This is an optimization exercise on Yosys and OpenROAD, whose aim is small area and a short achievable clock period, not a production implementation. Where RTL was checked, it was by simulation tests only, not by an equivalence proof against the original. The clock port is modelled as an ideal driver, which makes a skipped or thinned clock tree look cheaper than it is; a real chip needs a root buffer or a tree.

Setup of rev 12:
Design alu_top, start of the top module:
module alu_top (
	input clk,
	input [31:0] a, b,
	input cin, binv, sel1, sel0,
	output reg [31:0] result,
	output reg co, zero, ovr);
For scale: ~380 cells after synthesis, about 100 I/O pins.
==> flow/config.mk <==
export PLATFORM = sky130hd
export DESIGN_NAME = alu_top
export DESIGN_NICKNAME = alu_top
export VERILOG_FILES = /design/flow/design.v
export SDC_FILE = /design/flow/constraint.sdc
export NUM_CORES = 4
export LEC_CHECK = 0
export CAP_MARGIN = 20
export CORE_MARGIN = 2
export CORE_UTILIZATION = 40
export SLEW_MARGIN = 20
export SYNTH_HIERARCHICAL = 1
==> flow/constraint.sdc <==
create_clock -name core_clock -period 16.0 [get_ports {clk}]
set_input_delay 3.2000 -clock core_clock [delete_from_list [all_inputs] [get_ports {clk}]]
set_output_delay 3.2000 -clock core_clock [all_outputs]
set_load 0.01 [all_outputs]
standard.sh (not shown) runs the stock make flow with config.mk's settings and CLKGATE_MAP_FILE= SYNTH_SCRIPT=/design/flow/synth_recipe.tcl, a recipe that flattens the netlist after the stock synthesis.
==> flow/flow/run.sh <==
#!/bin/bash
# Layout flow: the standard ORFS flow (standard.sh, unchanged synthesis) with
#  - every non-sequential cell set to its smallest size right after synthesis, so that
#    the resizer sizes up only what timing needs (flow/downsize.tcl, before floorplan);
#  - port buffers buf_1 on inputs (BUFFER_PORTS_ARGS) and buf_2 on outputs
#    (flow/outbuf.tcl, right after global placement) instead of the default cell;
#  - a one-level clock tree: the clock port drives 4 clock buffers, each driving a
#    cluster of flip-flops (flow/clocktree.tcl, right after CTS);
#  - a setup margin for the resizer's timing repair (the clock and constraints are the standard flow's).
set -euo pipefail
HERE=$(pwd)
source "$HERE/flow/settings.sh"
export PRE_FLOORPLAN_TCL="$HERE/flow/downsize.tcl"
export BUFFER_PORTS_ARGS="-inputs -buffer_cell sky130_fd_sc_hd__buf_1"
export POST_GLOBAL_PLACE_TCL="$HERE/flow/outbuf.tcl"
export POST_CTS_TCL="$HERE/flow/clocktree.tcl"
# timing is repaired after the clock tree is replaced (global route step), not before
export SKIP_CTS_REPAIR_TIMING=1
bash standard.sh > "$HERE/standard_flow.log" 2>&1
==> flow/flow/clocktree.tcl <==
set nbuf 4
if {[info exists ::env(CLK_NBUF)]} { set nbuf $::env(CLK_NBUF) }
set bufcell sky130_fd_sc_hd__clkbuf_16
if {[info exists ::env(CLK_BUFCELL)]} { set bufcell $::env(CLK_BUFCELL) }
set block [ord::get_db_block]
set db [ord::get_db]
set clknet [$block findNet clk]
# walk the tree from the port: collect buffers, nets and flip-flop clock pins
set bufs {}
set nets {}
set sinks {}
set todo [list $clknet]
while {[llength $todo]} {
  set net [lindex $todo 0]
  set todo [lrange $todo 1 end]
  foreach it [$net getITerms] {
    if {![$it isInputSignal]} { continue }
    set inst [$it getInst]
    set m [[$inst getMaster] getName]
    if {[string match "*clkbuf*" $m] || [string match "*__buf_*" $m] || [string match "*clkinv*" $m] || [string match "*__inv_*" $m]} {
      set drives 0
      foreach o [$inst getITerms] {
        if {[$o isOutputSignal] && [$o getNet] ne "NULL"} { set drives 1 }
      }
      if {[string match "*inv*" $m] && $drives} { error "clocktree.tcl: inverter $m in the clock tree" }
      lappend bufs $inst
      foreach o [$inst getITerms] {
        if {[$o isOutputSignal] && [$o getNet] ne "NULL"} { lappend todo [$o getNet]; lappend nets [$o getNet] }
      }
    } else {
      lappend sinks $it
    }
  }
}
puts "clocktree.tcl: [llength $bufs] clock buffers, [llength $sinks] sinks"
foreach it $sinks {
  if {![string match "*dfxtp*" [[[$it getInst] getMaster] getName]]} { error "clocktree.tcl: unexpected clock sink [[$it getInst] getName]" }
}
# remove the old tree
foreach it $sinks { $it disconnect }
foreach inst $bufs { odb::dbInst_destroy $inst }
foreach net $nets { odb::dbNet_destroy $net }
# k-means on sink locations
set pts {}
foreach it $sinks {
  set bb [[$it getInst] getBBox]
  lappend pts [list [expr {([$bb xMin] + [$bb xMax]) / 2.0}] [expr {([$bb yMin] + [$bb yMax]) / 2.0}]]
}
set n [llength $pts]
set cent {}
set sorted [lsort -real -index 0 $pts]
for {set k 0} {$k < $nbuf} {incr k} { lappend cent [lindex $sorted [expr {int(($k + 0.5) * $n / $nbuf)}]] }
for {set iter 0} {$iter < 50} {incr iter} {
  set asg {}
  foreach p $pts {
    set best 0; set bd 1e30
    for {set k 0} {$k < $nbuf} {incr k} {
      set c [lindex $cent $k]
      set d [expr {pow([lindex $p 0] - [lindex $c 0], 2) + pow([lindex $p 1] - [lindex $c 1], 2)}]
      if {$d < $bd} { set bd $d; set best $k }
    }
    lappend asg $best
  }
  set nc {}
  for {set k 0} {$k < $nbuf} {incr k} {
    set sx 0; set sy 0; set c 0
    foreach p $pts a $asg { if {$a == $k} { set sx [expr {$sx + [lindex $p 0]}]; set sy [expr {$sy + [lindex $p 1]}]; incr c } }
    if {$c} { lappend nc [list [expr {$sx / $c}] [expr {$sy / $c}]] } else { lappend nc [lindex $cent $k] }
  }
  set cent $nc
}
set master [$db findMaster $bufcell]
for {set k 0} {$k < $nbuf} {incr k} {
  set inst [odb::dbInst_create $block $master "clkbuf_flat_$k"]
  set net [odb::dbNet_create $block "clknet_flat_$k"]
  $net setSigType CLOCK
  [$inst findITerm A] connect $clknet
  [$inst findITerm X] connect $net
  set c [lindex $cent $k]
  $inst setLocation [expr {int([lindex $c 0])}] [expr {int([lindex $c 1])}]
  $inst setPlacementStatus PLACED
  set cnt 0
  foreach it $sinks a $asg { if {$a == $k} { $it connect $net; incr cnt } }
  puts "clocktree.tcl: buffer $k at [lindex $c 0] [lindex $c 1] drives $cnt flip-flops"
}
detailed_placement
check_placement -verbose
estimate_parasitics -placement
report_clock_skew
report_worst_slack -max
report_worst_slack -min
==> flow/flow/downsize.tcl <==
# Set every combinational cell to the smallest drive strength of its kind that the
# library offers and the platform allows; flip-flops are left as synthesis made them.
set n 0
foreach inst [[ord::get_db_block] getInsts] {
  set m [[$inst getMaster] getName]
  if {![regexp {^(sky130_fd_sc_hd__)([a-z0-9]+)_(\d+)$} $m -> pre fn sz]} { continue }
  if {[string match "df*" $fn] || [string match "conb" $fn]} { continue }
  foreach s {0 1 2} {
    if {$s >= $sz} { break }
    set cand ${pre}${fn}_$s
    if {[lsearch -exact $::env(DONT_USE_CELLS) $cand] >= 0} { continue }
    if {[get_lib_cells -quiet */$cand] eq ""} { continue }
    replace_cell [$inst getName] $cand
    incr n
    break
  }
}
puts "downsize.tcl: $n cells set to a smaller size"
==> flow/flow/outbuf.tcl <==
# Buffer every output port (the inputs were buffered just before global placement).
buffer_ports -outputs -buffer_cell sky130_fd_sc_hd__buf_2
==> flow/flow/settings.sh <==
export SETUP_SLACK_MARGIN=12.0
For rev 13, these inputs were changed with respect to rev 12:
diff --git a/flow/design.v b/flow/design.v
--- a/flow/design.v
+++ b/flow/design.v
@@ -290,17 +290,22 @@
 alu_ao221 u_r0 (result[0], isadd, sum0, isslt, sum31, lg0);
 wire nt31;
 alu_nor2 u_nt31 (nt31, g[31], p[31]);
 wire gn31, pn31;
 alu_inv u_gn31 (gn31, g[31]);
 alu_inv u_pn31 (pn31, p[31]);
 alu_oai21 u_co (co, gn31, pn31, G57);
 alu_mux2 u_ov (ovr, nt31, g[31], G57);
-alu_zero32 u_zero (zero, result);
+wire zsn, zl, zln, en;
+alu_nand32 u_zs (zsn, sumn);           
+alu_and32 u_zl (zl, lgn);              
+alu_inv u_zln (zln, zl);
+alu_mux2 u_en (en, zln, sum31, isslt);   
+alu_mux2i u_z (zero, en, zsn, isadd);
 endmodule
 module alu_dec (output isadd, isslt, nisadd, nsel1, sor, input sel1, sel0);
 assign isadd = sel1 & ~sel0;
 assign isslt = sel1 & sel0;
 assign nisadd = ~sel1 | sel0;
 assign nsel1 = ~sel1;
 assign sor = ~sel1 & sel0;
 endmodule
@@ -342,11 +347,31 @@
 assign y = (a1 & a2) | b1;
 endmodule
 module alu_ao221 (output y, input a1, a2, b1, b2, c1);
 assign y = (a1 & a2) | (b1 & b2) | c1;
 endmodule
 module alu_mux2 (output y, input d0, d1, s);
 assign y = s ? d1 : d0;
 endmodule
-module alu_zero32 (output z, input [31:0] r);
-assign z = ~|r;
+module alu_mux2i (output y, input d0, d1, s);
+assign y = ~(s ? d1 : d0);
+endmodule
+module alu_and32 (output z, input [31:0] r);
+assign z = &r;
+endmodule
+module alu_nand32 (output z, input [31:0] r);
+wire [15:0] l1;
+wire [7:0] l2;
+wire [3:0] l3;
+wire [1:0] l4;
+alu_tnand2 u_l1 [15:0] (l1, r[31:16], r[15:0]);
+alu_tnor2 u_l2 [7:0] (l2, l1[15:8], l1[7:0]);
+alu_tnand2 u_l3 [3:0] (l3, l2[7:4], l2[3:0]);
+alu_tnor2 u_l4 [1:0] (l4, l3[3:2], l3[1:0]);
+alu_tnand2 u_l5 (z, l4[1], l4[0]);
+endmodule
+module alu_tnand2 (output y, input a, b);
+assign y = ~(a & b);
+endmodule
+module alu_tnor2 (output y, input a, b);
+assign y = ~(a | b);
 endmodule
Notes after the runs:
- Re count of port buffers added during placement: no difference whatsoever between rev 12 and rev 13.
- The flow ended early for rev 13: it failed with a tool error in clock tree synthesis.
- Comparing rev 12 against rev 13, there is no change at all in count of boundary I/O pins.
- Between rev 12 and rev 13, the die extent in y is higher for rev 13.
- Rev 13 ended with more post-placement cell count than rev 12.
- Rev 12 → rev 13: sum of net half-perimeters after detailed placement shows an increase of about 16%, cell area reported after detailed placement shows an increase of 3.3%, worst slack after detailed placement shows an increase of 0.32 ns, count of standard-cell rows shows an increase of 2.8%, number of nets produced by synthesis shows an increase of about 7%.
- [rev 13 vs rev 12] effective utilization at floorplan: lower in rev 13
- Relative to rev 12, the count of mapped cells out of synthesis of rev 13 is higher by 34.
- Chip width, rev 12 and rev 13, lower one = rev 12.
Function not checked in rev 13: the RTL went through the layout flow alone. The clock cells of rev 12 come from the design's own scripts or RTL, not from TritonCTS.

[static timing again, ports no longer ideal]
How much do the figures lean on ideal ports? The routed layout below was timed once more, with nothing changed but the port constraints.
Step 1, drivers: a clkbuf_16 drives clk and a buf_2 each remaining input, both assumed.
Step 2 adds t to the input delays and takes it off the output delays; t is the mean of the earliest and latest rising clock arrival at the registers after step 1. Input paths then give back, and output paths get back, about the clock's delay inside the block.
Three values: no drivers, after step 1, after step 2; two values: the first two.
run: rev 12
t, ns: 0.234
slack for setup (ns): 12.130 / 12.050 / 12.284
worst setup path after step 2: register to output
worst register clock-pin slew, ns: 0.11 / 0.11
worst slew at a driven data input, ns: 0.04
After both steps rev 12 still meets setup and hold. The setup slack of rev 12 moves by -0.080 ns with the drivers and by +0.154 ns with both steps.
